This is an optimization exercise on Yosys and OpenROAD, whose aim is small area, a short achievable clock period and few clock cycles, not a production implementation. Function was checked by simulation only, so behaviour that the tests miss may differ from the original.

### design/flow/config.mk
export PLATFORM = sky130hd
export DESIGN_NAME = calc_ops
export DESIGN_NICKNAME = calc_ops
export VERILOG_FILES = /design/flow/design.v
export SDC_FILE = /design/flow/constraint.sdc
export NUM_CORES = 4
export LEC_CHECK = 0
export ABC_AREA = 1
export CAP_MARGIN = 20
export CORE_MARGIN = 2
export CORE_UTILIZATION = 40
export SLEW_MARGIN = 20
export TNS_END_PERCENT = 0
### design/flow/constraint.sdc
create_clock -name core_clock -period 11.0 [get_ports {clk}]
set_input_delay 2.2000 -clock core_clock [delete_from_list [all_inputs] [get_ports {clk}]]
set_output_delay 2.2000 -clock core_clock [all_outputs]
set_load 0.01 [all_outputs]
### design/flow/design.v
module adder (
    input  [55:0] a,
    input  [55:0] b,
    input         ci,
    output [55:0] sum
);
    assign sum = a + b + {55'd0, ci};
endmodule
module shift (
    input  [47:0] a,
    input  [5:0]  b,
    output [47:0] c
);
    assign c = a << b;
endmodule
module mul (
    input  [47:0] x,         
    input  [11:0] bd,        
    input         negp,      
    input  [51:0] s,
    input  [51:0] c,
    output [51:0] s_n,       
    output [51:0] c_n,
    output [7:0]  sb,        
    output [7:0]  cb,
    output        negp_n
);
    function [49:0] brow(input [2:0] e, input [47:0] xx);
        brow = {~e[2], ({49{e[0]}} & {1'b0, xx} | {49{e[1]}} & {xx, 1'b0}) ^ {49{e[2]}}};
    endfunction
    wire [2:0] e1 = bd[2:0];
    wire [2:0] e2 = bd[5:3];
    wire [2:0] e3 = bd[8:6];
    wire [2:0] e4 = bd[11:9];
    wire [49:0] r1 = brow(e1, x);
    wire [49:0] r2 = brow(e2, x);
    wire [49:0] r3 = brow(e3, x);
    wire [49:0] r4 = brow(e4, x);
    wire [51:0] a_s = s;
    wire [51:0] b_s = c;
    wire nb0 = negp;
    wire n1 = e1[2];
    wire n2 = e2[2];
    wire n3 = e3[2];
    assign negp_n = e4[2];
    wire hs0;
    wire hc0;
    wire hs1;
    wire hc1;
    wire fs2;
    wire fc2;
    wire hs3;
    wire hc3;
    wire fs4;
    wire fc4;
    wire hs5;
    wire hc5;
    wire fs6;
    wire fc6;
    wire fs7;
    wire fc7;
    wire fs8;
    wire fc8;
    wire fs9;
    wire fc9;
    wire fs10;
    wire fc10;
    wire fs11;
    wire fc11;
    wire fs12;
    wire fc12;
    wire fs13;
    wire fc13;
    wire fs14;
    wire fc14;
    wire fs15;
    wire fc15;
    wire fs16;
    wire fc16;
    wire fs17;
    wire fc17;
    wire fs18;
    wire fc18;
    wire fs19;
    wire fc19;
    wire fs20;
    wire fc20;
    wire fs21;
    wire fc21;
    wire fs22;
    wire fc22;
    wire fs23;
    wire fc23;
    wire fs24;
    wire fc24;
    wire fs25;
    wire fc25;
    wire fs26;
    wire fc26;
    wire fs27;
    wire fc27;
    wire fs28;
    wire fc28;
    wire fs29;
    wire fc29;
    wire fs30;
    wire fc30;
    wire fs31;
    wire fc31;
    wire fs32;
    wire fc32;
    wire fs33;
    wire fc33;
    wire fs34;
    wire fc34;
    wire fs35;
    wire fc35;
    wire fs36;
    wire fc36;
    wire fs37;
    wire fc37;
    wire fs38;
    wire fc38;
    wire fs39;
    wire fc39;
    wire fs40;
    wire fc40;
    wire fs41;
    wire fc41;
    wire fs42;
    wire fc42;
    wire fs43;
    wire fc43;
    wire fs44;
    wire fc44;
    wire fs45;
    wire fc45;
    wire fs46;
    wire fc46;
    wire fs47;
    wire fc47;
    wire fs48;
    wire fc48;
    wire fs49;
    wire fc49;
    wire fs50;
    wire fc50;
    wire fs51;
    wire fc51;
    wire fs52;
    wire fc52;
    wire fs53;
    wire fc53;
    wire fs54;
    wire fc54;
    wire fs55;
    wire fc55;
    wire fs56;
    wire fc56;
    wire fs57;
    wire fc57;
    wire fs58;
    wire fc58;
    wire fs59;
    wire fc59;
    wire fs60;
    wire fc60;
    wire fs61;
    wire fc61;
    wire fs62;
    wire fc62;
    wire fs63;
    wire fc63;
    wire fs64;
    wire fc64;
    wire fs65;
    wire fc65;
    wire fs66;
    wire fc66;
    wire fs67;
    wire fc67;
    wire fs68;
    wire fc68;
    wire fs69;
    wire fc69;
    wire fs70;
    wire fc70;
    wire fs71;
    wire fc71;
    wire fs72;
    wire fc72;
    wire fs73;
    wire fc73;
    wire fs74;
    wire fc74;
    wire fs75;
    wire fc75;
    wire fs76;
    wire fc76;
    wire fs77;
    wire fc77;
    wire fs78;
    wire fc78;
    wire fs79;
    wire fc79;
    wire fs80;
    wire fc80;
    wire fs81;
    wire fc81;
    wire fs82;
    wire fc82;
    wire fs83;
    wire fc83;
    wire fs84;
    wire fc84;
    wire fs85;
    wire fc85;
    wire fs86;
    wire fc86;
    wire fs87;
    wire fc87;
    wire fs88;
    wire fc88;
    wire fs89;
    wire fc89;
    wire fs90;
    wire fc90;
    wire fs91;
    wire fc91;
    wire fs92;
    wire fc92;
    wire fs93;
    wire fc93;
    wire fs94;
    wire fc94;
    wire hs95;
    wire hc95;
    wire hs96;
    wire hc96;
    wire fs97;
    wire fc97;
    wire fs98;
    wire fc98;
    wire fs99;
    wire fc99;
    wire fs100;
    wire fc100;
    wire fs101;
    wire fc101;
    wire fs102;
    wire fc102;
    wire fs103;
    wire fc103;
    wire fs104;
    wire fc104;
    wire fs105;
    wire fc105;
    wire fs106;
    wire fc106;
    wire fs107;
    wire fc107;
    wire fs108;
    wire fc108;
    wire fs109;
    wire fc109;
    wire fs110;
    wire fc110;
    wire fs111;
    wire fc111;
    wire fs112;
    wire fc112;
    wire fs113;
    wire fc113;
    wire fs114;
    wire fc114;
    wire fs115;
    wire fc115;
    wire fs116;
    wire fc116;
    wire fs117;
    wire fc117;
    wire fs118;
    wire fc118;
    wire fs119;
    wire fc119;
    wire fs120;
    wire fc120;
    wire fs121;
    wire fc121;
    wire fs122;
    wire fc122;
    wire fs123;
    wire fc123;
    wire fs124;
    wire fc124;
    wire fs125;
    wire fc125;
    wire fs126;
    wire fc126;
    wire fs127;
    wire fc127;
    wire fs128;
    wire fc128;
    wire fs129;
    wire fc129;
    wire fs130;
    wire fc130;
    wire fs131;
    wire fc131;
    wire fs132;
    wire fc132;
    wire fs133;
    wire fc133;
    wire fs134;
    wire fc134;
    wire fs135;
    wire fc135;
    wire fs136;
    wire fc136;
    wire fs137;
    wire fc137;
    wire fs138;
    wire fc138;
    wire fs139;
    wire fc139;
    wire fs140;
    wire fc140;
    wire fs141;
    wire fc141;
    wire fs142;
    wire fc142;
    wire fs143;
    wire fc143;
    wire fs144;
    wire fc144;
    wire fs145;
    wire fc145;
    wire fs146;
    wire fc146;
    wire hs147;
    wire hc147;
    wire hs148;
    wire hc148;
    wire hs149;
    wire hc149;
    wire fs150;
    wire fc150;
    wire fs151;
    wire fc151;
    wire fs152;
    wire fc152;
    wire fs153;
    wire fc153;
    wire fs154;
    wire fc154;
    wire fs155;
    wire fc155;
    wire fs156;
    wire fc156;
    wire fs157;
    wire fc157;
    wire fs158;
    wire fc158;
    wire fs159;
    wire fc159;
    wire fs160;
    wire fc160;
    wire fs161;
    wire fc161;
    wire fs162;
    wire fc162;
    wire fs163;
    wire fc163;
    wire fs164;
    wire fc164;
    wire fs165;
    wire fc165;
    wire fs166;
    wire fc166;
    wire fs167;
    wire fc167;
    wire fs168;
    wire fc168;
    wire fs169;
    wire fc169;
    wire fs170;
    wire fc170;
    wire fs171;
    wire fc171;
    wire fs172;
    wire fc172;
    wire fs173;
    wire fc173;
    wire fs174;
    wire fc174;
    wire fs175;
    wire fc175;
    wire fs176;
    wire fc176;
    wire fs177;
    wire fc177;
    wire fs178;
    wire fc178;
    wire fs179;
    wire fc179;
    wire fs180;
    wire fc180;
    wire fs181;
    wire fc181;
    wire fs182;
    wire fc182;
    wire fs183;
    wire fc183;
    wire fs184;
    wire fc184;
    wire fs185;
    wire fc185;
    wire fs186;
    wire fc186;
    wire fs187;
    wire fc187;
    wire fs188;
    wire fc188;
    wire fs189;
    wire fc189;
    wire fs190;
    wire fc190;
    wire fs191;
    wire fc191;
    wire fs192;
    wire fc192;
    wire fs193;
    wire fc193;
    wire fs194;
    wire fc194;
    wire fs195;
    wire fc195;
    wire fs196;
    wire fc196;
    wire fs197;
    wire fc197;
    wire fs198;
    wire fc198;
    wire fs199;
    wire fc199;
    wire fs200;
    wire fc200;
    wire fs201;
    wire fc201;
    wire fs202;
    wire fc202;
    wire fs203;
    wire fc203;
    wire hs204;
    wire hc204;
    assign hs0 = a_s[4] ^ b_s[4];
    assign hc0 = a_s[4] & b_s[4];
    assign hs1 = a_s[5] ^ b_s[5];
    assign hc1 = a_s[5] & b_s[5];
    assign fs2 = a_s[6] ^ b_s[6] ^ n3;
    assign fc2 = (a_s[6] & b_s[6]) | (a_s[6] & n3) | (b_s[6] & n3);
    assign hs3 = r1[4] ^ r2[2];
    assign hc3 = r1[4] & r2[2];
    assign fs4 = a_s[7] ^ b_s[7] ^ r1[5];
    assign fc4 = (a_s[7] & b_s[7]) | (a_s[7] & r1[5]) | (b_s[7] & r1[5]);
    assign hs5 = r2[3] ^ r3[1];
    assign hc5 = r2[3] & r3[1];
    assign fs6 = a_s[8] ^ b_s[8] ^ r1[6];
    assign fc6 = (a_s[8] & b_s[8]) | (a_s[8] & r1[6]) | (b_s[8] & r1[6]);
    assign fs7 = r2[4] ^ r3[2] ^ r4[0];
    assign fc7 = (r2[4] & r3[2]) | (r2[4] & r4[0]) | (r3[2] & r4[0]);
    assign fs8 = a_s[9] ^ b_s[9] ^ r1[7];
    assign fc8 = (a_s[9] & b_s[9]) | (a_s[9] & r1[7]) | (b_s[9] & r1[7]);
    assign fs9 = r2[5] ^ r3[3] ^ r4[1];
    assign fc9 = (r2[5] & r3[3]) | (r2[5] & r4[1]) | (r3[3] & r4[1]);
    assign fs10 = a_s[10] ^ b_s[10] ^ r1[8];
    assign fc10 = (a_s[10] & b_s[10]) | (a_s[10] & r1[8]) | (b_s[10] & r1[8]);
    assign fs11 = r2[6] ^ r3[4] ^ r4[2];
    assign fc11 = (r2[6] & r3[4]) | (r2[6] & r4[2]) | (r3[4] & r4[2]);
    assign fs12 = a_s[11] ^ b_s[11] ^ r1[9];
    assign fc12 = (a_s[11] & b_s[11]) | (a_s[11] & r1[9]) | (b_s[11] & r1[9]);
    assign fs13 = r2[7] ^ r3[5] ^ r4[3];
    assign fc13 = (r2[7] & r3[5]) | (r2[7] & r4[3]) | (r3[5] & r4[3]);
    assign fs14 = a_s[12] ^ b_s[12] ^ r1[10];
    assign fc14 = (a_s[12] & b_s[12]) | (a_s[12] & r1[10]) | (b_s[12] & r1[10]);
    assign fs15 = r2[8] ^ r3[6] ^ r4[4];
    assign fc15 = (r2[8] & r3[6]) | (r2[8] & r4[4]) | (r3[6] & r4[4]);
    assign fs16 = a_s[13] ^ b_s[13] ^ r1[11];
    assign fc16 = (a_s[13] & b_s[13]) | (a_s[13] & r1[11]) | (b_s[13] & r1[11]);
    assign fs17 = r2[9] ^ r3[7] ^ r4[5];
    assign fc17 = (r2[9] & r3[7]) | (r2[9] & r4[5]) | (r3[7] & r4[5]);
    assign fs18 = a_s[14] ^ b_s[14] ^ r1[12];
    assign fc18 = (a_s[14] & b_s[14]) | (a_s[14] & r1[12]) | (b_s[14] & r1[12]);
    assign fs19 = r2[10] ^ r3[8] ^ r4[6];
    assign fc19 = (r2[10] & r3[8]) | (r2[10] & r4[6]) | (r3[8] & r4[6]);
    assign fs20 = a_s[15] ^ b_s[15] ^ r1[13];
    assign fc20 = (a_s[15] & b_s[15]) | (a_s[15] & r1[13]) | (b_s[15] & r1[13]);
    assign fs21 = r2[11] ^ r3[9] ^ r4[7];
    assign fc21 = (r2[11] & r3[9]) | (r2[11] & r4[7]) | (r3[9] & r4[7]);
    assign fs22 = a_s[16] ^ b_s[16] ^ r1[14];
    assign fc22 = (a_s[16] & b_s[16]) | (a_s[16] & r1[14]) | (b_s[16] & r1[14]);
    assign fs23 = r2[12] ^ r3[10] ^ r4[8];
    assign fc23 = (r2[12] & r3[10]) | (r2[12] & r4[8]) | (r3[10] & r4[8]);
    assign fs24 = a_s[17] ^ b_s[17] ^ r1[15];
    assign fc24 = (a_s[17] & b_s[17]) | (a_s[17] & r1[15]) | (b_s[17] & r1[15]);
    assign fs25 = r2[13] ^ r3[11] ^ r4[9];
    assign fc25 = (r2[13] & r3[11]) | (r2[13] & r4[9]) | (r3[11] & r4[9]);
    assign fs26 = a_s[18] ^ b_s[18] ^ r1[16];
    assign fc26 = (a_s[18] & b_s[18]) | (a_s[18] & r1[16]) | (b_s[18] & r1[16]);
    assign fs27 = r2[14] ^ r3[12] ^ r4[10];
    assign fc27 = (r2[14] & r3[12]) | (r2[14] & r4[10]) | (r3[12] & r4[10]);
    assign fs28 = a_s[19] ^ b_s[19] ^ r1[17];
    assign fc28 = (a_s[19] & b_s[19]) | (a_s[19] & r1[17]) | (b_s[19] & r1[17]);
    assign fs29 = r2[15] ^ r3[13] ^ r4[11];
    assign fc29 = (r2[15] & r3[13]) | (r2[15] & r4[11]) | (r3[13] & r4[11]);
    assign fs30 = a_s[20] ^ b_s[20] ^ r1[18];
    assign fc30 = (a_s[20] & b_s[20]) | (a_s[20] & r1[18]) | (b_s[20] & r1[18]);
    assign fs31 = r2[16] ^ r3[14] ^ r4[12];
    assign fc31 = (r2[16] & r3[14]) | (r2[16] & r4[12]) | (r3[14] & r4[12]);
    assign fs32 = a_s[21] ^ b_s[21] ^ r1[19];
    assign fc32 = (a_s[21] & b_s[21]) | (a_s[21] & r1[19]) | (b_s[21] & r1[19]);
    assign fs33 = r2[17] ^ r3[15] ^ r4[13];
    assign fc33 = (r2[17] & r3[15]) | (r2[17] & r4[13]) | (r3[15] & r4[13]);
    assign fs34 = a_s[22] ^ b_s[22] ^ r1[20];
    assign fc34 = (a_s[22] & b_s[22]) | (a_s[22] & r1[20]) | (b_s[22] & r1[20]);
    assign fs35 = r2[18] ^ r3[16] ^ r4[14];
    assign fc35 = (r2[18] & r3[16]) | (r2[18] & r4[14]) | (r3[16] & r4[14]);
    assign fs36 = a_s[23] ^ b_s[23] ^ r1[21];
    assign fc36 = (a_s[23] & b_s[23]) | (a_s[23] & r1[21]) | (b_s[23] & r1[21]);
    assign fs37 = r2[19] ^ r3[17] ^ r4[15];
    assign fc37 = (r2[19] & r3[17]) | (r2[19] & r4[15]) | (r3[17] & r4[15]);
    assign fs38 = a_s[24] ^ b_s[24] ^ r1[22];
    assign fc38 = (a_s[24] & b_s[24]) | (a_s[24] & r1[22]) | (b_s[24] & r1[22]);
    assign fs39 = r2[20] ^ r3[18] ^ r4[16];
    assign fc39 = (r2[20] & r3[18]) | (r2[20] & r4[16]) | (r3[18] & r4[16]);
    assign fs40 = a_s[25] ^ b_s[25] ^ r1[23];
    assign fc40 = (a_s[25] & b_s[25]) | (a_s[25] & r1[23]) | (b_s[25] & r1[23]);
    assign fs41 = r2[21] ^ r3[19] ^ r4[17];
    assign fc41 = (r2[21] & r3[19]) | (r2[21] & r4[17]) | (r3[19] & r4[17]);
    assign fs42 = a_s[26] ^ b_s[26] ^ r1[24];
    assign fc42 = (a_s[26] & b_s[26]) | (a_s[26] & r1[24]) | (b_s[26] & r1[24]);
    assign fs43 = r2[22] ^ r3[20] ^ r4[18];
    assign fc43 = (r2[22] & r3[20]) | (r2[22] & r4[18]) | (r3[20] & r4[18]);
    assign fs44 = a_s[27] ^ b_s[27] ^ r1[25];
    assign fc44 = (a_s[27] & b_s[27]) | (a_s[27] & r1[25]) | (b_s[27] & r1[25]);
    assign fs45 = r2[23] ^ r3[21] ^ r4[19];
    assign fc45 = (r2[23] & r3[21]) | (r2[23] & r4[19]) | (r3[21] & r4[19]);
    assign fs46 = a_s[28] ^ b_s[28] ^ r1[26];
    assign fc46 = (a_s[28] & b_s[28]) | (a_s[28] & r1[26]) | (b_s[28] & r1[26]);
    assign fs47 = r2[24] ^ r3[22] ^ r4[20];
    assign fc47 = (r2[24] & r3[22]) | (r2[24] & r4[20]) | (r3[22] & r4[20]);
    assign fs48 = a_s[29] ^ b_s[29] ^ r1[27];
    assign fc48 = (a_s[29] & b_s[29]) | (a_s[29] & r1[27]) | (b_s[29] & r1[27]);
    assign fs49 = r2[25] ^ r3[23] ^ r4[21];
    assign fc49 = (r2[25] & r3[23]) | (r2[25] & r4[21]) | (r3[23] & r4[21]);
    assign fs50 = a_s[30] ^ b_s[30] ^ r1[28];
    assign fc50 = (a_s[30] & b_s[30]) | (a_s[30] & r1[28]) | (b_s[30] & r1[28]);
    assign fs51 = r2[26] ^ r3[24] ^ r4[22];
    assign fc51 = (r2[26] & r3[24]) | (r2[26] & r4[22]) | (r3[24] & r4[22]);
    assign fs52 = a_s[31] ^ b_s[31] ^ r1[29];
    assign fc52 = (a_s[31] & b_s[31]) | (a_s[31] & r1[29]) | (b_s[31] & r1[29]);
    assign fs53 = r2[27] ^ r3[25] ^ r4[23];
    assign fc53 = (r2[27] & r3[25]) | (r2[27] & r4[23]) | (r3[25] & r4[23]);
    assign fs54 = a_s[32] ^ b_s[32] ^ r1[30];
    assign fc54 = (a_s[32] & b_s[32]) | (a_s[32] & r1[30]) | (b_s[32] & r1[30]);
    assign fs55 = r2[28] ^ r3[26] ^ r4[24];
    assign fc55 = (r2[28] & r3[26]) | (r2[28] & r4[24]) | (r3[26] & r4[24]);
    assign fs56 = a_s[33] ^ b_s[33] ^ r1[31];
    assign fc56 = (a_s[33] & b_s[33]) | (a_s[33] & r1[31]) | (b_s[33] & r1[31]);
    assign fs57 = r2[29] ^ r3[27] ^ r4[25];
    assign fc57 = (r2[29] & r3[27]) | (r2[29] & r4[25]) | (r3[27] & r4[25]);
    assign fs58 = a_s[34] ^ b_s[34] ^ r1[32];
    assign fc58 = (a_s[34] & b_s[34]) | (a_s[34] & r1[32]) | (b_s[34] & r1[32]);
    assign fs59 = r2[30] ^ r3[28] ^ r4[26];
    assign fc59 = (r2[30] & r3[28]) | (r2[30] & r4[26]) | (r3[28] & r4[26]);
    assign fs60 = a_s[35] ^ b_s[35] ^ r1[33];
    assign fc60 = (a_s[35] & b_s[35]) | (a_s[35] & r1[33]) | (b_s[35] & r1[33]);
    assign fs61 = r2[31] ^ r3[29] ^ r4[27];
    assign fc61 = (r2[31] & r3[29]) | (r2[31] & r4[27]) | (r3[29] & r4[27]);
    assign fs62 = a_s[36] ^ b_s[36] ^ r1[34];
    assign fc62 = (a_s[36] & b_s[36]) | (a_s[36] & r1[34]) | (b_s[36] & r1[34]);
    assign fs63 = r2[32] ^ r3[30] ^ r4[28];
    assign fc63 = (r2[32] & r3[30]) | (r2[32] & r4[28]) | (r3[30] & r4[28]);
    assign fs64 = a_s[37] ^ b_s[37] ^ r1[35];
    assign fc64 = (a_s[37] & b_s[37]) | (a_s[37] & r1[35]) | (b_s[37] & r1[35]);
    assign fs65 = r2[33] ^ r3[31] ^ r4[29];
    assign fc65 = (r2[33] & r3[31]) | (r2[33] & r4[29]) | (r3[31] & r4[29]);
    assign fs66 = a_s[38] ^ b_s[38] ^ r1[36];
    assign fc66 = (a_s[38] & b_s[38]) | (a_s[38] & r1[36]) | (b_s[38] & r1[36]);
    assign fs67 = r2[34] ^ r3[32] ^ r4[30];
    assign fc67 = (r2[34] & r3[32]) | (r2[34] & r4[30]) | (r3[32] & r4[30]);
    assign fs68 = a_s[39] ^ b_s[39] ^ r1[37];
    assign fc68 = (a_s[39] & b_s[39]) | (a_s[39] & r1[37]) | (b_s[39] & r1[37]);
    assign fs69 = r2[35] ^ r3[33] ^ r4[31];
    assign fc69 = (r2[35] & r3[33]) | (r2[35] & r4[31]) | (r3[33] & r4[31]);
    assign fs70 = a_s[40] ^ b_s[40] ^ r1[38];
    assign fc70 = (a_s[40] & b_s[40]) | (a_s[40] & r1[38]) | (b_s[40] & r1[38]);
    assign fs71 = r2[36] ^ r3[34] ^ r4[32];
    assign fc71 = (r2[36] & r3[34]) | (r2[36] & r4[32]) | (r3[34] & r4[32]);
    assign fs72 = a_s[41] ^ b_s[41] ^ r1[39];
    assign fc72 = (a_s[41] & b_s[41]) | (a_s[41] & r1[39]) | (b_s[41] & r1[39]);
    assign fs73 = r2[37] ^ r3[35] ^ r4[33];
    assign fc73 = (r2[37] & r3[35]) | (r2[37] & r4[33]) | (r3[35] & r4[33]);
    assign fs74 = a_s[42] ^ b_s[42] ^ r1[40];
    assign fc74 = (a_s[42] & b_s[42]) | (a_s[42] & r1[40]) | (b_s[42] & r1[40]);
    assign fs75 = r2[38] ^ r3[36] ^ r4[34];
    assign fc75 = (r2[38] & r3[36]) | (r2[38] & r4[34]) | (r3[36] & r4[34]);
    assign fs76 = a_s[43] ^ b_s[43] ^ r1[41];
    assign fc76 = (a_s[43] & b_s[43]) | (a_s[43] & r1[41]) | (b_s[43] & r1[41]);
    assign fs77 = r2[39] ^ r3[37] ^ r4[35];
    assign fc77 = (r2[39] & r3[37]) | (r2[39] & r4[35]) | (r3[37] & r4[35]);
    assign fs78 = a_s[44] ^ b_s[44] ^ r1[42];
    assign fc78 = (a_s[44] & b_s[44]) | (a_s[44] & r1[42]) | (b_s[44] & r1[42]);
    assign fs79 = r2[40] ^ r3[38] ^ r4[36];
    assign fc79 = (r2[40] & r3[38]) | (r2[40] & r4[36]) | (r3[38] & r4[36]);
    assign fs80 = a_s[45] ^ b_s[45] ^ r1[43];
    assign fc80 = (a_s[45] & b_s[45]) | (a_s[45] & r1[43]) | (b_s[45] & r1[43]);
    assign fs81 = r2[41] ^ r3[39] ^ r4[37];
    assign fc81 = (r2[41] & r3[39]) | (r2[41] & r4[37]) | (r3[39] & r4[37]);
    assign fs82 = a_s[46] ^ b_s[46] ^ r1[44];
    assign fc82 = (a_s[46] & b_s[46]) | (a_s[46] & r1[44]) | (b_s[46] & r1[44]);
    assign fs83 = r2[42] ^ r3[40] ^ r4[38];
    assign fc83 = (r2[42] & r3[40]) | (r2[42] & r4[38]) | (r3[40] & r4[38]);
    assign fs84 = a_s[47] ^ b_s[47] ^ r1[45];
    assign fc84 = (a_s[47] & b_s[47]) | (a_s[47] & r1[45]) | (b_s[47] & r1[45]);
    assign fs85 = r2[43] ^ r3[41] ^ r4[39];
    assign fc85 = (r2[43] & r3[41]) | (r2[43] & r4[39]) | (r3[41] & r4[39]);
    assign fs86 = a_s[48] ^ b_s[48] ^ r1[46];
    assign fc86 = (a_s[48] & b_s[48]) | (a_s[48] & r1[46]) | (b_s[48] & r1[46]);
    assign fs87 = r2[44] ^ r3[42] ^ r4[40];
    assign fc87 = (r2[44] & r3[42]) | (r2[44] & r4[40]) | (r3[42] & r4[40]);
    assign fs88 = a_s[49] ^ b_s[49] ^ r1[47];
    assign fc88 = (a_s[49] & b_s[49]) | (a_s[49] & r1[47]) | (b_s[49] & r1[47]);
    assign fs89 = r2[45] ^ r3[43] ^ r4[41];
    assign fc89 = (r2[45] & r3[43]) | (r2[45] & r4[41]) | (r3[43] & r4[41]);
    assign fs90 = a_s[50] ^ b_s[50] ^ r1[48];
    assign fc90 = (a_s[50] & b_s[50]) | (a_s[50] & r1[48]) | (b_s[50] & r1[48]);
    assign fs91 = r2[46] ^ r3[44] ^ r4[42];
    assign fc91 = (r2[46] & r3[44]) | (r2[46] & r4[42]) | (r3[44] & r4[42]);
    assign fs92 = a_s[51] ^ b_s[51] ^ r1[49];
    assign fc92 = (a_s[51] & b_s[51]) | (a_s[51] & r1[49]) | (b_s[51] & r1[49]);
    assign fs93 = r2[47] ^ r3[45] ^ r4[43];
    assign fc93 = (r2[47] & r3[45]) | (r2[47] & r4[43]) | (r3[45] & r4[43]);
    assign fs94 = 1'b1 ^ r2[48] ^ r3[46];
    assign fc94 = (1'b1 & r2[48]) | (1'b1 & r3[46]) | (r2[48] & r3[46]);
    assign hs95 = a_s[2] ^ b_s[2];
    assign hc95 = a_s[2] & b_s[2];
    assign hs96 = a_s[3] ^ b_s[3];
    assign hc96 = a_s[3] & b_s[3];
    assign fs97 = n2 ^ hs0 ^ r1[2];
    assign fc97 = (n2 & hs0) | (n2 & r1[2]) | (hs0 & r1[2]);
    assign fs98 = hc0 ^ hs1 ^ r1[3];
    assign fc98 = (hc0 & hs1) | (hc0 & r1[3]) | (hs1 & r1[3]);
    assign fs99 = hc1 ^ r3[0] ^ fs2;
    assign fc99 = (hc1 & r3[0]) | (hc1 & fs2) | (r3[0] & fs2);
    assign fs100 = fc2 ^ hc3 ^ hs5;
    assign fc100 = (fc2 & hc3) | (fc2 & hs5) | (hc3 & hs5);
    assign fs101 = hc5 ^ fc4 ^ fs6;
    assign fc101 = (hc5 & fc4) | (hc5 & fs6) | (fc4 & fs6);
    assign fs102 = fc6 ^ fc7 ^ fs8;
    assign fc102 = (fc6 & fc7) | (fc6 & fs8) | (fc7 & fs8);
    assign fs103 = fc8 ^ fc9 ^ fs10;
    assign fc103 = (fc8 & fc9) | (fc8 & fs10) | (fc9 & fs10);
    assign fs104 = fc10 ^ fc11 ^ fs12;
    assign fc104 = (fc10 & fc11) | (fc10 & fs12) | (fc11 & fs12);
    assign fs105 = fc12 ^ fc13 ^ fs14;
    assign fc105 = (fc12 & fc13) | (fc12 & fs14) | (fc13 & fs14);
    assign fs106 = fc14 ^ fc15 ^ fs16;
    assign fc106 = (fc14 & fc15) | (fc14 & fs16) | (fc15 & fs16);
    assign fs107 = fc16 ^ fc17 ^ fs18;
    assign fc107 = (fc16 & fc17) | (fc16 & fs18) | (fc17 & fs18);
    assign fs108 = fc18 ^ fc19 ^ fs20;
    assign fc108 = (fc18 & fc19) | (fc18 & fs20) | (fc19 & fs20);
    assign fs109 = fc20 ^ fc21 ^ fs22;
    assign fc109 = (fc20 & fc21) | (fc20 & fs22) | (fc21 & fs22);
    assign fs110 = fc22 ^ fc23 ^ fs24;
    assign fc110 = (fc22 & fc23) | (fc22 & fs24) | (fc23 & fs24);
    assign fs111 = fc24 ^ fc25 ^ fs26;
    assign fc111 = (fc24 & fc25) | (fc24 & fs26) | (fc25 & fs26);
    assign fs112 = fc26 ^ fc27 ^ fs28;
    assign fc112 = (fc26 & fc27) | (fc26 & fs28) | (fc27 & fs28);
    assign fs113 = fc28 ^ fc29 ^ fs30;
    assign fc113 = (fc28 & fc29) | (fc28 & fs30) | (fc29 & fs30);
    assign fs114 = fc30 ^ fc31 ^ fs32;
    assign fc114 = (fc30 & fc31) | (fc30 & fs32) | (fc31 & fs32);
    assign fs115 = fc32 ^ fc33 ^ fs34;
    assign fc115 = (fc32 & fc33) | (fc32 & fs34) | (fc33 & fs34);
    assign fs116 = fc34 ^ fc35 ^ fs36;
    assign fc116 = (fc34 & fc35) | (fc34 & fs36) | (fc35 & fs36);
    assign fs117 = fc36 ^ fc37 ^ fs38;
    assign fc117 = (fc36 & fc37) | (fc36 & fs38) | (fc37 & fs38);
    assign fs118 = fc38 ^ fc39 ^ fs40;
    assign fc118 = (fc38 & fc39) | (fc38 & fs40) | (fc39 & fs40);
    assign fs119 = fc40 ^ fc41 ^ fs42;
    assign fc119 = (fc40 & fc41) | (fc40 & fs42) | (fc41 & fs42);
    assign fs120 = fc42 ^ fc43 ^ fs44;
    assign fc120 = (fc42 & fc43) | (fc42 & fs44) | (fc43 & fs44);
    assign fs121 = fc44 ^ fc45 ^ fs46;
    assign fc121 = (fc44 & fc45) | (fc44 & fs46) | (fc45 & fs46);
    assign fs122 = fc46 ^ fc47 ^ fs48;
    assign fc122 = (fc46 & fc47) | (fc46 & fs48) | (fc47 & fs48);
    assign fs123 = fc48 ^ fc49 ^ fs50;
    assign fc123 = (fc48 & fc49) | (fc48 & fs50) | (fc49 & fs50);
    assign fs124 = fc50 ^ fc51 ^ fs52;
    assign fc124 = (fc50 & fc51) | (fc50 & fs52) | (fc51 & fs52);
    assign fs125 = fc52 ^ fc53 ^ fs54;
    assign fc125 = (fc52 & fc53) | (fc52 & fs54) | (fc53 & fs54);
    assign fs126 = fc54 ^ fc55 ^ fs56;
    assign fc126 = (fc54 & fc55) | (fc54 & fs56) | (fc55 & fs56);
    assign fs127 = fc56 ^ fc57 ^ fs58;
    assign fc127 = (fc56 & fc57) | (fc56 & fs58) | (fc57 & fs58);
    assign fs128 = fc58 ^ fc59 ^ fs60;
    assign fc128 = (fc58 & fc59) | (fc58 & fs60) | (fc59 & fs60);
    assign fs129 = fc60 ^ fc61 ^ fs62;
    assign fc129 = (fc60 & fc61) | (fc60 & fs62) | (fc61 & fs62);
    assign fs130 = fc62 ^ fc63 ^ fs64;
    assign fc130 = (fc62 & fc63) | (fc62 & fs64) | (fc63 & fs64);
    assign fs131 = fc64 ^ fc65 ^ fs66;
    assign fc131 = (fc64 & fc65) | (fc64 & fs66) | (fc65 & fs66);
    assign fs132 = fc66 ^ fc67 ^ fs68;
    assign fc132 = (fc66 & fc67) | (fc66 & fs68) | (fc67 & fs68);
    assign fs133 = fc68 ^ fc69 ^ fs70;
    assign fc133 = (fc68 & fc69) | (fc68 & fs70) | (fc69 & fs70);
    assign fs134 = fc70 ^ fc71 ^ fs72;
    assign fc134 = (fc70 & fc71) | (fc70 & fs72) | (fc71 & fs72);
    assign fs135 = fc72 ^ fc73 ^ fs74;
    assign fc135 = (fc72 & fc73) | (fc72 & fs74) | (fc73 & fs74);
    assign fs136 = fc74 ^ fc75 ^ fs76;
    assign fc136 = (fc74 & fc75) | (fc74 & fs76) | (fc75 & fs76);
    assign fs137 = fc76 ^ fc77 ^ fs78;
    assign fc137 = (fc76 & fc77) | (fc76 & fs78) | (fc77 & fs78);
    assign fs138 = fc78 ^ fc79 ^ fs80;
    assign fc138 = (fc78 & fc79) | (fc78 & fs80) | (fc79 & fs80);
    assign fs139 = fc80 ^ fc81 ^ fs82;
    assign fc139 = (fc80 & fc81) | (fc80 & fs82) | (fc81 & fs82);
    assign fs140 = fc82 ^ fc83 ^ fs84;
    assign fc140 = (fc82 & fc83) | (fc82 & fs84) | (fc83 & fs84);
    assign fs141 = fc84 ^ fc85 ^ fs86;
    assign fc141 = (fc84 & fc85) | (fc84 & fs86) | (fc85 & fs86);
    assign fs142 = fc86 ^ fc87 ^ fs88;
    assign fc142 = (fc86 & fc87) | (fc86 & fs88) | (fc87 & fs88);
    assign fs143 = fc88 ^ fc89 ^ fs90;
    assign fc143 = (fc88 & fc89) | (fc88 & fs90) | (fc89 & fs90);
    assign fs144 = fc90 ^ fc91 ^ fs92;
    assign fc144 = (fc90 & fc91) | (fc90 & fs92) | (fc91 & fs92);
    assign fs145 = r4[44] ^ fc92 ^ fc93;
    assign fc145 = (r4[44] & fc92) | (r4[44] & fc93) | (fc92 & fc93);
    assign fs146 = r2[49] ^ r3[47] ^ r4[45];
    assign fc146 = (r2[49] & r3[47]) | (r2[49] & r4[45]) | (r3[47] & r4[45]);
    assign hs147 = 1'b1 ^ r3[48];
    assign hc147 = 1'b1 & r3[48];
    assign hs148 = a_s[0] ^ b_s[0];
    assign hc148 = a_s[0] & b_s[0];
    assign hs149 = a_s[1] ^ b_s[1];
    assign hc149 = a_s[1] & b_s[1];
    assign fs150 = n1 ^ hs95 ^ r1[0];
    assign fc150 = (n1 & hs95) | (n1 & r1[0]) | (hs95 & r1[0]);
    assign fs151 = hc95 ^ hs96 ^ r1[1];
    assign fc151 = (hc95 & hs96) | (hc95 & r1[1]) | (hs96 & r1[1]);
    assign fs152 = hc96 ^ r2[0] ^ fs97;
    assign fc152 = (hc96 & r2[0]) | (hc96 & fs97) | (r2[0] & fs97);
    assign fs153 = r2[1] ^ fc97 ^ fs98;
    assign fc153 = (r2[1] & fc97) | (r2[1] & fs98) | (fc97 & fs98);
    assign fs154 = hs3 ^ fc98 ^ fs99;
    assign fc154 = (hs3 & fc98) | (hs3 & fs99) | (fc98 & fs99);
    assign fs155 = fs4 ^ fc99 ^ fs100;
    assign fc155 = (fs4 & fc99) | (fs4 & fs100) | (fc99 & fs100);
    assign fs156 = fs7 ^ fc100 ^ fs101;
    assign fc156 = (fs7 & fc100) | (fs7 & fs101) | (fc100 & fs101);
    assign fs157 = fs9 ^ fc101 ^ fs102;
    assign fc157 = (fs9 & fc101) | (fs9 & fs102) | (fc101 & fs102);
    assign fs158 = fs11 ^ fc102 ^ fs103;
    assign fc158 = (fs11 & fc102) | (fs11 & fs103) | (fc102 & fs103);
    assign fs159 = fs13 ^ fc103 ^ fs104;
    assign fc159 = (fs13 & fc103) | (fs13 & fs104) | (fc103 & fs104);
    assign fs160 = fs15 ^ fc104 ^ fs105;
    assign fc160 = (fs15 & fc104) | (fs15 & fs105) | (fc104 & fs105);
    assign fs161 = fs17 ^ fc105 ^ fs106;
    assign fc161 = (fs17 & fc105) | (fs17 & fs106) | (fc105 & fs106);
    assign fs162 = fs19 ^ fc106 ^ fs107;
    assign fc162 = (fs19 & fc106) | (fs19 & fs107) | (fc106 & fs107);
    assign fs163 = fs21 ^ fc107 ^ fs108;
    assign fc163 = (fs21 & fc107) | (fs21 & fs108) | (fc107 & fs108);
    assign fs164 = fs23 ^ fc108 ^ fs109;
    assign fc164 = (fs23 & fc108) | (fs23 & fs109) | (fc108 & fs109);
    assign fs165 = fs25 ^ fc109 ^ fs110;
    assign fc165 = (fs25 & fc109) | (fs25 & fs110) | (fc109 & fs110);
    assign fs166 = fs27 ^ fc110 ^ fs111;
    assign fc166 = (fs27 & fc110) | (fs27 & fs111) | (fc110 & fs111);
    assign fs167 = fs29 ^ fc111 ^ fs112;
    assign fc167 = (fs29 & fc111) | (fs29 & fs112) | (fc111 & fs112);
    assign fs168 = fs31 ^ fc112 ^ fs113;
    assign fc168 = (fs31 & fc112) | (fs31 & fs113) | (fc112 & fs113);
    assign fs169 = fs33 ^ fc113 ^ fs114;
    assign fc169 = (fs33 & fc113) | (fs33 & fs114) | (fc113 & fs114);
    assign fs170 = fs35 ^ fc114 ^ fs115;
    assign fc170 = (fs35 & fc114) | (fs35 & fs115) | (fc114 & fs115);
    assign fs171 = fs37 ^ fc115 ^ fs116;
    assign fc171 = (fs37 & fc115) | (fs37 & fs116) | (fc115 & fs116);
    assign fs172 = fs39 ^ fc116 ^ fs117;
    assign fc172 = (fs39 & fc116) | (fs39 & fs117) | (fc116 & fs117);
    assign fs173 = fs41 ^ fc117 ^ fs118;
    assign fc173 = (fs41 & fc117) | (fs41 & fs118) | (fc117 & fs118);
    assign fs174 = fs43 ^ fc118 ^ fs119;
    assign fc174 = (fs43 & fc118) | (fs43 & fs119) | (fc118 & fs119);
    assign fs175 = fs45 ^ fc119 ^ fs120;
    assign fc175 = (fs45 & fc119) | (fs45 & fs120) | (fc119 & fs120);
    assign fs176 = fs47 ^ fc120 ^ fs121;
    assign fc176 = (fs47 & fc120) | (fs47 & fs121) | (fc120 & fs121);
    assign fs177 = fs49 ^ fc121 ^ fs122;
    assign fc177 = (fs49 & fc121) | (fs49 & fs122) | (fc121 & fs122);
    assign fs178 = fs51 ^ fc122 ^ fs123;
    assign fc178 = (fs51 & fc122) | (fs51 & fs123) | (fc122 & fs123);
    assign fs179 = fs53 ^ fc123 ^ fs124;
    assign fc179 = (fs53 & fc123) | (fs53 & fs124) | (fc123 & fs124);
    assign fs180 = fs55 ^ fc124 ^ fs125;
    assign fc180 = (fs55 & fc124) | (fs55 & fs125) | (fc124 & fs125);
    assign fs181 = fs57 ^ fc125 ^ fs126;
    assign fc181 = (fs57 & fc125) | (fs57 & fs126) | (fc125 & fs126);
    assign fs182 = fs59 ^ fc126 ^ fs127;
    assign fc182 = (fs59 & fc126) | (fs59 & fs127) | (fc126 & fs127);
    assign fs183 = fs61 ^ fc127 ^ fs128;
    assign fc183 = (fs61 & fc127) | (fs61 & fs128) | (fc127 & fs128);
    assign fs184 = fs63 ^ fc128 ^ fs129;
    assign fc184 = (fs63 & fc128) | (fs63 & fs129) | (fc128 & fs129);
    assign fs185 = fs65 ^ fc129 ^ fs130;
    assign fc185 = (fs65 & fc129) | (fs65 & fs130) | (fc129 & fs130);
    assign fs186 = fs67 ^ fc130 ^ fs131;
    assign fc186 = (fs67 & fc130) | (fs67 & fs131) | (fc130 & fs131);
    assign fs187 = fs69 ^ fc131 ^ fs132;
    assign fc187 = (fs69 & fc131) | (fs69 & fs132) | (fc131 & fs132);
    assign fs188 = fs71 ^ fc132 ^ fs133;
    assign fc188 = (fs71 & fc132) | (fs71 & fs133) | (fc132 & fs133);
    assign fs189 = fs73 ^ fc133 ^ fs134;
    assign fc189 = (fs73 & fc133) | (fs73 & fs134) | (fc133 & fs134);
    assign fs190 = fs75 ^ fc134 ^ fs135;
    assign fc190 = (fs75 & fc134) | (fs75 & fs135) | (fc134 & fs135);
    assign fs191 = fs77 ^ fc135 ^ fs136;
    assign fc191 = (fs77 & fc135) | (fs77 & fs136) | (fc135 & fs136);
    assign fs192 = fs79 ^ fc136 ^ fs137;
    assign fc192 = (fs79 & fc136) | (fs79 & fs137) | (fc136 & fs137);
    assign fs193 = fs81 ^ fc137 ^ fs138;
    assign fc193 = (fs81 & fc137) | (fs81 & fs138) | (fc137 & fs138);
    assign fs194 = fs83 ^ fc138 ^ fs139;
    assign fc194 = (fs83 & fc138) | (fs83 & fs139) | (fc138 & fs139);
    assign fs195 = fs85 ^ fc139 ^ fs140;
    assign fc195 = (fs85 & fc139) | (fs85 & fs140) | (fc139 & fs140);
    assign fs196 = fs87 ^ fc140 ^ fs141;
    assign fc196 = (fs87 & fc140) | (fs87 & fs141) | (fc140 & fs141);
    assign fs197 = fs89 ^ fc141 ^ fs142;
    assign fc197 = (fs89 & fc141) | (fs89 & fs142) | (fc141 & fs142);
    assign fs198 = fs91 ^ fc142 ^ fs143;
    assign fc198 = (fs91 & fc142) | (fs91 & fs143) | (fc142 & fs143);
    assign fs199 = fs93 ^ fc143 ^ fs144;
    assign fc199 = (fs93 & fc143) | (fs93 & fs144) | (fc143 & fs144);
    assign fs200 = fs94 ^ fc144 ^ fs145;
    assign fc200 = (fs94 & fc144) | (fs94 & fs145) | (fc144 & fs145);
    assign fs201 = fc94 ^ fs146 ^ fc145;
    assign fc201 = (fc94 & fs146) | (fc94 & fc145) | (fs146 & fc145);
    assign fs202 = r4[46] ^ hs147 ^ fc146;
    assign fc202 = (r4[46] & hs147) | (r4[46] & fc146) | (hs147 & fc146);
    assign fs203 = r3[49] ^ r4[47] ^ hc147;
    assign fc203 = (r3[49] & r4[47]) | (r3[49] & hc147) | (r4[47] & hc147);
    assign hs204 = 1'b1 ^ r4[48];
    assign hc204 = 1'b1 & r4[48];
    wire [59:0] so = {1'b0, 1'b1, r4[49], hs204, fs203, fs202, fc200, fc199, fc198, fc197, fc196, fc195, fc194, fc193, fc192, fc191, fc190, fc189, fc188, fc187, fc186, fc185, fc184, fc183, fc182, fc181, fc180, fc179, fc178, fc177, fc176, fc175, fc174, fc173, fc172, fc171, fc170, fc169, fc168, fc167, fc166, fc165, fc164, fc163, fc162, fc161, fc160, fc159, fc158, fc157, fc156, fc155, fc154, fc153, fc152, fc151, fc150, hc149, hc148, nb0};
    wire [59:0] co = {1'b0, 1'b0, hc204, fc203, fc202, fc201, fs201, fs200, fs199, fs198, fs197, fs196, fs195, fs194, fs193, fs192, fs191, fs190, fs189, fs188, fs187, fs186, fs185, fs184, fs183, fs182, fs181, fs180, fs179, fs178, fs177, fs176, fs175, fs174, fs173, fs172, fs171, fs170, fs169, fs168, fs167, fs166, fs165, fs164, fs163, fs162, fs161, fs160, fs159, fs158, fs157, fs156, fs155, fs154, fs153, fs152, fs151, fs150, hs149, hs148};
    assign s_n = so[59:8];
    assign c_n = co[59:8];
    assign sb = so[7:0];
    assign cb = co[7:0];
endmodule
module calc_ops (
    input           clk,
    input           rst,
    input  [47:0]   add_a,
    input           add_empty,
    output          add_rden,
    output [47:0]   add_c,
    output          add_wren,
    input  [47:0]   shl_a,
    input           shl_empty,
    output          shl_rden,
    output [47:0]   shl_c,
    output          shl_wren,
    input  [47:0]   mul_a,
    input           mul_empty,
    output          mul_rden,
    output [47:0]   mul_c,
    output          mul_wren
);
reg        st_idle, st_capx, st_capy, st_exec, st_iter, st_hi, st_lo;
reg  [2:0] cur;          
reg  [2:0] last;         
reg  [2:0] pend;         
reg  [2:0] rden;
reg  [2:0] wren;
reg  [2:0] it;           
wire [2:0] empty = {mul_empty, shl_empty, add_empty};
wire [2:0] popx = rden & ~empty & ~({3{st_capx}} & cur);
wire [2:0] req  = pend | popx;
wire [2:0] g_after0 = req[1] ? 3'b010 : req[2] ? 3'b100 : req[0] ? 3'b001 : 3'b000;
wire [2:0] g_after1 = req[2] ? 3'b100 : req[0] ? 3'b001 : req[1] ? 3'b010 : 3'b000;
wire [2:0] g_after2 = req[0] ? 3'b001 : req[1] ? 3'b010 : req[2] ? 3'b100 : 3'b000;
wire [2:0] gsel = last[0] ? g_after0 : last[1] ? g_after1 : g_after2;
wire [2:0] grant = st_idle ? gsel : 3'b000;
wire       go = |grant;
wire       it_last = (it == 3'd5);
always @(posedge clk) begin
    if (rst) begin
        st_idle <= 1'b1;
        st_capx <= 1'b0;
        st_capy <= 1'b0;
        st_exec <= 1'b0;
        st_iter <= 1'b0;
        st_hi   <= 1'b0;
        st_lo   <= 1'b0;
        cur     <= 3'b000;
        last    <= 3'b100;
        pend    <= 3'b000;
        rden    <= 3'b111;
        wren    <= 3'b000;
        it      <= 3'd0;
    end else begin
        st_idle <= (st_idle & ~go) | st_exec | st_lo;
        st_capx <= go;
        st_capy <= st_capx;
        st_exec <= st_capy & ~cur[2];
        st_iter <= (st_capy & cur[2]) | (st_iter & ~it_last);
        st_hi   <= st_iter & it_last;
        st_lo   <= st_hi;
        it      <= st_iter ? it + 3'd1 : 3'd0;
        if (go) begin
            cur  <= grant;
            last <= grant;
        end
        pend <= (pend | popx) & ~grant;
        rden <= ~((pend | popx) & ~grant);
        wren <= cur & {3{st_exec | st_hi | st_lo}};
    end
end
assign add_rden = rden[0];
assign shl_rden = rden[1];
assign mul_rden = rden[2];
assign add_wren = wren[0];
assign shl_wren = wren[1];
assign mul_wren = wren[2];
wire [47:0] a_sel = ({48{cur[0]}} & add_a) | ({48{cur[1]}} & shl_a) | ({48{cur[2]}} & mul_a);
reg  [47:0] x;           
reg  [47:0] y;           
reg  [51:0] s, c;        
reg  [7:0]  sb, cb;      
reg         cy;          
reg         negp;
reg  [11:0] bd;          
reg         it0;         
reg         sel_sh;      
reg         sel_lo;      
reg         sel_sum;     
reg  [47:0] acc;         
function [2:0] benc(input y2, input y1, input y0);
    benc = {y2 & ~(y1 & y0),
            (y2 & ~y1 & ~y0) | (~y2 & y1 & y0),
            y1 ^ y0};
endfunction
function [11:0] bdig(input [9:0] v);
    bdig = {benc(v[9], v[8], v[7]), benc(v[7], v[6], v[5]), benc(v[5], v[4], v[3]),
            benc(v[3], v[2], v[1])};
endfunction
wire [51:0] s_n, c_n;
wire [7:0]  sb_n, cb_n;
wire        negp_n;
mul u_mul (
    .x      (x),
    .bd     (bd),
    .negp   (negp),
    .s      (s),
    .c      (c),
    .s_n    (s_n),
    .c_n    (c_n),
    .sb     (sb_n),
    .cb     (cb_n),
    .negp_n (negp_n)
);
wire [55:0] sum;
adder u_adder (
    .a   ({s[47:0], sb}),
    .b   ({c[47:0], cb}),
    .ci  (cy),
    .sum (sum)
);
wire [8:0] lo_byte = {1'b0, sb} + {1'b0, cb} + {8'd0, cy};
wire [47:0] shl_res;
shift u_shift (
    .a (x),
    .b (y[5:0]),
    .c (shl_res)
);
wire shl_big = (|a_sel[47:6]) | (a_sel[5] & a_sel[4]);    
always @(posedge clk) begin
    if (st_capx)
        x <= a_sel;
    if (st_capy) begin
        y  <= a_sel;
        bd <= bdig(a_sel[9:0]);
        s  <= cur[2] ? {4'd0, x & {48{a_sel[0]}}} : {4'd0, a_sel};
        c  <= cur[2] ? {~a_sel[1], a_sel[1], a_sel[1], ~x & {48{a_sel[1]}}, a_sel[1]}
                     : {4'd0, x};
        negp <= a_sel[1];
        sb <= 8'd0;
        cb <= 8'd0;
        cy <= 1'b0;
    end else begin
        y  <= {it0 ? 8'd0 : lo_byte[7:0], y[47:8]};
        bd <= bdig(y[17:8]);
        s  <= s_n;
        c  <= c_n;
        sb <= sb_n;
        cb <= cb_n;
        cy <= it0 ? 1'b0 : lo_byte[8];
        negp <= negp_n;
    end
    it0    <= st_capy;
    sel_sh  <= st_capy & cur[1] & ~shl_big;
    sel_lo  <= st_hi;
    sel_sum <= ~(st_capy & cur[1]) & ~st_hi;
    acc <= ({48{sel_lo}} & y) | ({48{sel_sh}} & shl_res) | ({48{sel_sum}} & sum[55:8]);
end
assign add_c = acc;
assign shl_c = acc;
assign mul_c = acc;
endmodule
### design/flow/flow/run.sh
#!/bin/bash
# Own layout flow: the standard ORFS flow, with the port buffers made of
# sky130_fd_sc_hd__buf_1, a clock tree of fewer, larger leaf clusters and
# timing repair aimed below the clock period (the SDC and the clock period
# are unchanged).  make's full output goes to flow_make.log; ORFS keeps each
# step's log under orfs/logs.
set -euo pipefail
MARGIN=${MARGIN:-8.0}
bash standard.sh \
  "BUFFER_PORTS_ARGS=-buffer_cell sky130_fd_sc_hd__buf_1" \
  "CTS_ARGS=-sink_clustering_enable -repair_clock_nets -sink_clustering_size 20 -sink_clustering_max_diameter 80 -buf_list sky130_fd_sc_hd__clkbuf_16 -dont_use_dummy_load" \
  "SETUP_SLACK_MARGIN=$MARGIN" \
  finish > flow_make.log 2>&1
### design/flow/standard.sh
#!/bin/bash
# synth_recipe.tcl (not shown) runs the flow's synth.tcl, then flattens the netlist and writes it again
# the make line also repeats each setting of config.mk as NAME=value (left out here)
make -C /OpenROAD-flow-scripts/flow DESIGN_CONFIG=/design/flow/config.mk WORK_HOME=/design/flow/orfs CLKGATE_MAP_FILE= SYNTH_SCRIPT=/design/flow/synth_recipe.tcl "${@:-finish}"
==> summary.md, run 1 <==
| Metric | Value |
|---|---|
| Dpl hpwl | `95100 um` |
| Layout Nets | `4388` |
| Synth Register Bits | `~300` |
| Count of cell types in the netlist | `51` |
| Register Area | `0.00661 mm^2` |
| Crit path capture type | `flop` |
| GRT met2 Usage | `around 50%` |
| Total number of vias | `28300` |
| CTS max path bufs | `3` |
| Slowest CP cell | `inv_2` |
| Fin Setup TNS | `0 ps` |
| Register area share after synthesis | `23.9%` |
| Initial DRC Count | `3960` |
| Most common cell in the netlist | `nand2_1` |
| Async set or reset register ratio after synthesis | `0%` |
| Post-synth EDFFs | `48` |
| Final setup violation count | `0` |
| Root buffer cell | `clkbuf_16` |
| Most used cell, CP | `nand3_1` |
| DRC viols | `0` |
| Die area | `roughly 0.071 mm^2` |
| Vias in the first global route | `25900` |
| GR Util All Layers | `33.8%` |
| Layout cells sized above 1 | `9.26%` |
| YS warnings | `2` |
| Routability cong. | `between 1 and 1.5` |
| Delay-heaviest family, CP | `buffers and inverters` |
| IO Port Bufs | `298` |
| Multi-input gate area | `roughly 0.018 mm^2` |
| Synth Instances | `3863` |
| Unrepaired setup endpoints after global routing | `true` |
| Drt first pass iters | `8` |
| Crit-path cells | `buf_4 -> inv_2 -> nand2_1 -> nand3_1 -> nand3_1 -> nand3_1 -> nand3_1 -> nor2_1 -> a21oi_1 -> o21ai_0` |
| Initial Utilization | `between 40% and 50%` |
| Fmax | `303 MHz` |
| Horiz. Die Dim | `266 um` |
| Worst slew margin | `about a third` |
| CP Buf/Inv Count | `2` |
| Grt ovf | `0` |
| H-tree depth | `1` |
| Skew-Pair Late Insertion Delay | `a little under 600 ps` |
| Slowest stage delay, CP | `540 ps` |
| Critical path class | `flop to flop` |
| Worst-margin pin slew | `975 ps` |
| Fillers | `7068` |
| Setup crit start kind | `flop` |
| Status | `complete, no violations` |
| Layout Skew | `41.5 ps` |
| Cell taking the most area after synthesis | `dfxtp_1` |
| CTS tree | `built` |
| Via density | `5.83` |
| Die Y-Extent | `266 um` |
| Initial antenna violation count | `12` |
| GRT met1 Usage | `45.4%` |
| Clk slew on worst S/H paths | `about 90 ps` |
| Cts bufs inserted | `23` |
| Crit path DAT | `3660 ps` |
| Row cnt | `between 90 and 100` |
| Min Tclk post-route | `3300 ps` |
| Synth top area cells | `dfxtp_1 19%, nand2_1 16%, fa_1 14%, nand3_1 9.7%, xor2_1 6.2%` |
| GR peak layer | `met2` |
| Main flop type after synthesis | `dfxtp_1` |
| Critical Path RT | `about 11000 ps` |
| Worst hold path type | `flop to flop` |
| Crit path max fanout | `between 40 and 50` |
| Max-Cap Viols | `0` |
| Mapped Nets | `roughly 4300` |
| Average wire per standard cell | `between 20 and 30 um` |
| Routed WL | `around 120000 um` |
| Post-Place Setup Slack | `7150 ps` |
| Pins over their slew limit | `0` |
| Commonest cells in the netlist | `1137 x nand2_1, 528 x nand3_1, 381 x inv_1` |
| Clk sinks | `303` |
| Final ANT Viol Nets | `0` |
| Area growth syn-to-layout | `8.23%` |
| Synthesized area | `approximately 0.027 mm^2` |
| Largest net degree at the start of global routing | `between 80 and 90` |
| CORE AREA | `0.0675 mm^2` |
| Share of the synthesized area in the top cell type | `around a fifth` |
| Met3 Use GR | `6.66%` |
| Hold Fails Final Rpt | `0` |
| Syn avg cell area | `7.09 um^2` |
| Setup ws final | `7700 ps` |
| Tcrit/Tclk final | `30.0%` |
| # IOs | `299` |
| First-pass GRT wire length | `176000 um` |
==> area by class of cell <==
type / instances / share of cell area (%)
inverters: 437 / 6.02
repair inverters: 2 / 0.0338
multi-input cells: 2830 / 59.4
flip-flops and latches: 303 / 22.3
clock buffers: 23 / 1.94
well taps: 873 / 3.69
repair buffers: 378 / 6.60
diodes: 1 / 0.00844
==> sequential cells by signal (all words and copies together), names as in the netlist, 3 cells and up <==
register / count
s: 51
acc: 48
pend: 3
wren: 3
x: 48
cb: 8
bd: 12
it: 3
sb: 8
y: 48
c: 52
cur: 3
rden: 3
==> layer usage <==
| layer | share of wire [%] | wire length (um) |
|---|---|---|
| met5 | 0.040 | 49 |
| met4 | 7.2 | 8790 |
| met3 | 11 | 12900 |
| met2 | 43 | 52200 |
| met1 | 39 | 48200 |
==> tightest hold or removal path, delay by kind of cell, from the launching register on <==
family                 cells  cell delay, ps
buffers and inverters      1              40
AND/OR/NAND/NOR            1              30
flip-flops                 1             310
==> per-stage QoR <==
stage	instances	instance area (um^2)	util (%)	hold slack [ps]
2_1_floorplan	3863	27400	-	360
5_1_grt	4846	29600	43.9	438
6_report	4847	29600	43.9	411
4_1_cts	4816	29200	43.3	411
3_3_place_gp	4776	28300	41.9	401
3_5_place_dp	4776	28300	41.9	400
==> placed cells by master, fill, tap and decap left out, types with 45 or more instances in the layout <==
cell type / n
nand2_1: 1136
buf_4: 72
buf_1: 176
clkbuf_2: 45
xor2_1: 195
buf_2: 70
ha_1: 69
fa_1: 192
inv_1: 373
o221ai_1: 55
o22ai_1: 201
dfxtp_1: 212
nor2_1: 152
edfxtp_1: 48
a21oi_1: 71
nand3_1: 526
==> logic make-up after synthesis <==
family | after synthesis | share of synthesized area (%)
compound gates | 451 | 10.6
xor+xnor | 199 | 6.36
fa+ha+maj | 264 | 17.4
buf+inv | 730 | 12.0
flops | 303 | 23.9
simple gates | 1916 | 29.7
==> final timing paths <==
kind | startpoint | depth (start not counted) | to | slack, ps
setup / recovery | y[0] | 10 | acc[14] | 7700
hold / removal | negp | 2 | sb[0] | 410
setup reg to reg | y[0] | 10 | acc[14] | 7700
hold reg to reg | negp | 2 | sb[0] | 410
==> repair_timing <==
item / CTS / global route
hold buffers: 0 / 0
buffers inserted: 17 / 28
gates resized for setup: 149 / 88
endpoints found under the setup margin: 252 / 268
hold endpoints to repair: 0 / 0
pin swaps: 1 / 1
cloned: 0 / 2
Testbench counts, summed over its fixed seeds: cycles 13,821.
==> inputs of run 2 (changes only) <==
--- a/design/flow/config.mk
+++ b/design/flow/config.mk
@@ -5,9 +5,8 @@
 export SDC_FILE = /design/flow/constraint.sdc
 export NUM_CORES = 4
 export LEC_CHECK = 0
-export ABC_AREA = 1
 export CAP_MARGIN = 20
 export CORE_MARGIN = 2
-export CORE_UTILIZATION = 40
+export CORE_UTILIZATION = 60
 export SLEW_MARGIN = 20
 export TNS_END_PERCENT = 0
==> summary.md, run 2 <==
| Metric | Value |
|---|---|
| Status | `complete, no violations` |
| DRC viols | `0` |
| Pins over their slew limit | `0` |
| Tcrit/Tclk final | `between 30% and 40%` |
| Inserted Diodes | `0` |
| Worst R2R Path Depth | `8` |
| YS warnings | `2` |
| Synthesized area | `~0.026 mm^2` |
| CTS hold repair buffers | `0` |
| FF-to-FF setup slack | `7580 ps` |
| Initial DRC Count | `4045` |
| Row cnt | `75` |
| Max-Cap Viols | `0` |
| Worst Setup SP | `x[4]` |
| Worst Hold End | `sel_lo` |
| Share of the synthesized area in the top cell type | `20.0%` |
| Max reg flops | `52` |
| Total number of vias | `24100` |
| Critical Path RT | `approximately 11000 ps` |
| Hold path start | `st_hi` |
| Crit path DAT | `3900 ps` |
| Setup crit start kind | `flop` |
| Commonest non-fill, non-tap cells in the layout | `303 x nor2_1, 287 x buf_1, 220 x dfxtp_1, 214 x xnor2_1, 213 x a21oi_1` |
| Area growth syn-to-layout | `6.51%` |
| Finished Cell Area | `0.0272 mm^2` |
| Fmax | `292 MHz` |
| Largest net degree at the start of global routing | `94` |
| Cts bufs inserted | `22` |
| Cell taking the most area after synthesis | `dfxtp_1` |
| Layout Skew | `approximately 60 ps` |
| First-pass GRT wire length | `between 100000 and 150000 um` |
| Critical path class | `flop to flop` |
| Most common cell in the netlist | `nor2_1` |
| Unrepaired setup endpoints after global routing | `true` |
| Dpl cell area | `0.0261 mm^2` |
| Initial antenna violation count | `6` |
| Routability cong. | `1.03` |
| Reg with most FFs | `c` |
| GR Util All Layers | `around 44%` |
| Slowest stage delay, CP | `700 ps` |
| WP depth | `8` |
| Die Y-Extent | `210 um` |
| Average wire per standard cell | `about 29 um` |
| Slowest CP cell | `edfxtp_1` |
| Worst R2R Start | `x[4]` |
| Vias in the first global route | `22700` |
| Count of cell types in the netlist | `71` |
| Post-synth EDFFs | `48` |
| CORE AREA | `between 0.04 and 0.05 mm^2` |
| Layout Nets | `3345` |
| Hold Fails Final Rpt | `0` |
| Crit path max fanout | `14` |
| Crit path capture type | `flop` |
| Register Area | `0.00663 mm^2` |
| Worst-margin pin slew | `1190 ps` |
| Fin Setup TNS | `0 ps` |
| Worst hold path type | `flop to flop` |
| # IOs | `299` |
| Clk slew on worst S/H paths | `80 ps` |
| Synth Instances | `~2900` |
| Horiz. Die Dim | `210 um` |
| Main flop type after synthesis | `dfxtp_1` |
| Dpl hpwl | `70100 um` |
| Fillers | `~3600` |
| Mapped Nets | `3306` |
| Hold path depth | `0` |
| Most used cell, CP | `nand2_1` |
| Layout cells sized above 1 | `7.92%` |
| Async set or reset register ratio after synthesis | `0%` |
| Synth Register Bits | `303` |
| Synth top area cells | `dfxtp_1 20%, fa_1 15%, xnor2_1 7.3%, a22oi_1 5.9%, edfxtp_1 5.6%` |
| Multi-input gate area | `0.0170 mm^2` |
| CTS tree | `built` |
| IO Port Bufs | `298` |
| FF-to-FF End | `acc[47]` |
| Drt first pass iters | `9` |
| H-tree depth | `1` |
| CP Buf/Inv Count | `1` |
| CTS max path bufs | `3` |
| Skew-Pair Late Insertion Delay | `580 ps` |
| Root buffer cell | `clkbuf_16` |
| Initial Utilization | `60.8%` |
| Register area share after synthesis | `between 20% and 30%` |
| Delay-heaviest family, CP | `multiplexers` |
| Crit-path cells | `mux4_2 -> mux2i_2 -> nand2_1 -> nand2_1 -> o22ai_1 -> a222oi_1 -> o311ai_2 -> buf_4` |
| Regs by FF count | `c: 52 flops, s: 51 flops` |
| Final ANT Viol Nets | `0` |
| Die area | `0.0443 mm^2` |
| Routed WL | `99700 um` |
| Worst slew margin | `20.6%` |
| Final setup violation count | `0` |
| Grt ovf | `0` |
| Commonest cells in the netlist | `304 x nor2_1, 255 x dfxtp_1, 225 x clkbuf_1` |
| Via density | `~6.9` |
| Most common cell after layout, fill and taps aside | `nor2_1` |
| Min Tclk post-route | `3420 ps` |
| Clk sinks | `between 300 and 400` |
| Syn avg cell area | `8.83 um^2` |
## run 2: cell count changes in the layout (fill, tap and decap cells not counted), moves of 111 or more
cell	previous run	this run
xnor2_1	4	214
nand3_1	526	31
inv_1	373	102
xor2_1	195	29
buf_1	176	287
o22ai_1	201	20
nand2_1	1136	206
a22oi_1	7	202
a21oi_1	71	213
nor2_1	152	303
## run 2: how the worst max path moves through the flow
stage | slack [ps] | end
2_1_floorplan | 7350 | bd[9]
3_3_place_gp | 6750 | sel_sh
3_5_place_dp | 6660 | acc[47]
4_1_cts | 7660 | add_c[46]
5_1_grt | 7540 | acc[38]
6_report | 7580 | acc[47]
## run 2: through the flow
step / util [%] / instances / hold WS, ps / setup slack (ps)
after CTS: 64.5 / 3465 / 410 / 7660
after detailed placement: 62.0 / 3422 / 396 / 6660
after global routing: 64.8 / 3469 / 429 / 7540
after global placement: 62.0 / 3419 / 392 / 6750
final: 64.8 / 3469 / 406 / 7580
after floorplan: - / 2893 / 329 / 7350
## run 2: final cells by class
cell class	instances	area share, %
clock buffers	22	2.02
well taps	539	2.48
multi-input cells	2116	62.5
flip-flops and latches	303	24.4
inverters	103	1.42
repair buffers	386	7.24
## run 2: layer usage
metal	GRT usage (%)	up-vias	routed length, um
met1	60.7	11500	37500
met3	9.76	348	13300
met4	22.9	8	6440
met2	66.4	1990	42400
met5	0	-	52
li1	-	10200	-
## run 2: logic make-up after synthesis
group	Yosys count	share of synthesized area (%)
AO/OA/AOI/OAI	811	21.3
flip-flops	303	25.6
AND/OR/NAND/NOR	657	10.9
buffers and inverters	474	8.46
multiplexers	141	6.76
XOR/XNOR	243	8.33
adder cells (fa/ha/maj)	264	18.7
## run 2: repair_timing
action,4_1_cts,5_1_grt
pin swaps,22,7
resized for setup,99,10
gates cloned,1,0
buffers inserted,20,4
setup endpoints to repair,314,319

[afterwards: timing with drivers on the ports]
The results above use ideal ports. As a check the final layouts listed here were re-extracted and re-timed, cells and wires unchanged.
Step 1 (the two cells are an assumption about what drives the block):
set clk [get_ports {clk}]
set_driving_cell -lib_cell sky130_fd_sc_hd__clkbuf_16 $clk
set_driving_cell -lib_cell sky130_fd_sc_hd__buf_2 [delete_from_list [all_inputs] $clk]
Step 2, shift: input delay + t, output delay - t, t = (earliest + latest rising clock arrival at the registers) / 2. This alone moves slack from input paths to output paths.
a / b / c = no drivers / after step 1 / after step 2; a / b = the first two.
run | shift t [ns] | setup WS [ns] | worst setup path at the end | worst data-port slew with drivers (ns) | cell pins on the clock port's net
run 1 | 0.620 | 7.699 / 7.650 / 7.221 | input to register | 0.05 | 1
run 2 | 0.613 | 7.575 / 7.575 / 7.003 | input to register | 0.05 | 1
After both steps setup and hold are still met in every run listed. The setup slack of run 2, which loses most, moves by 0.000 ns with the drivers and by -0.572 ns with both steps.
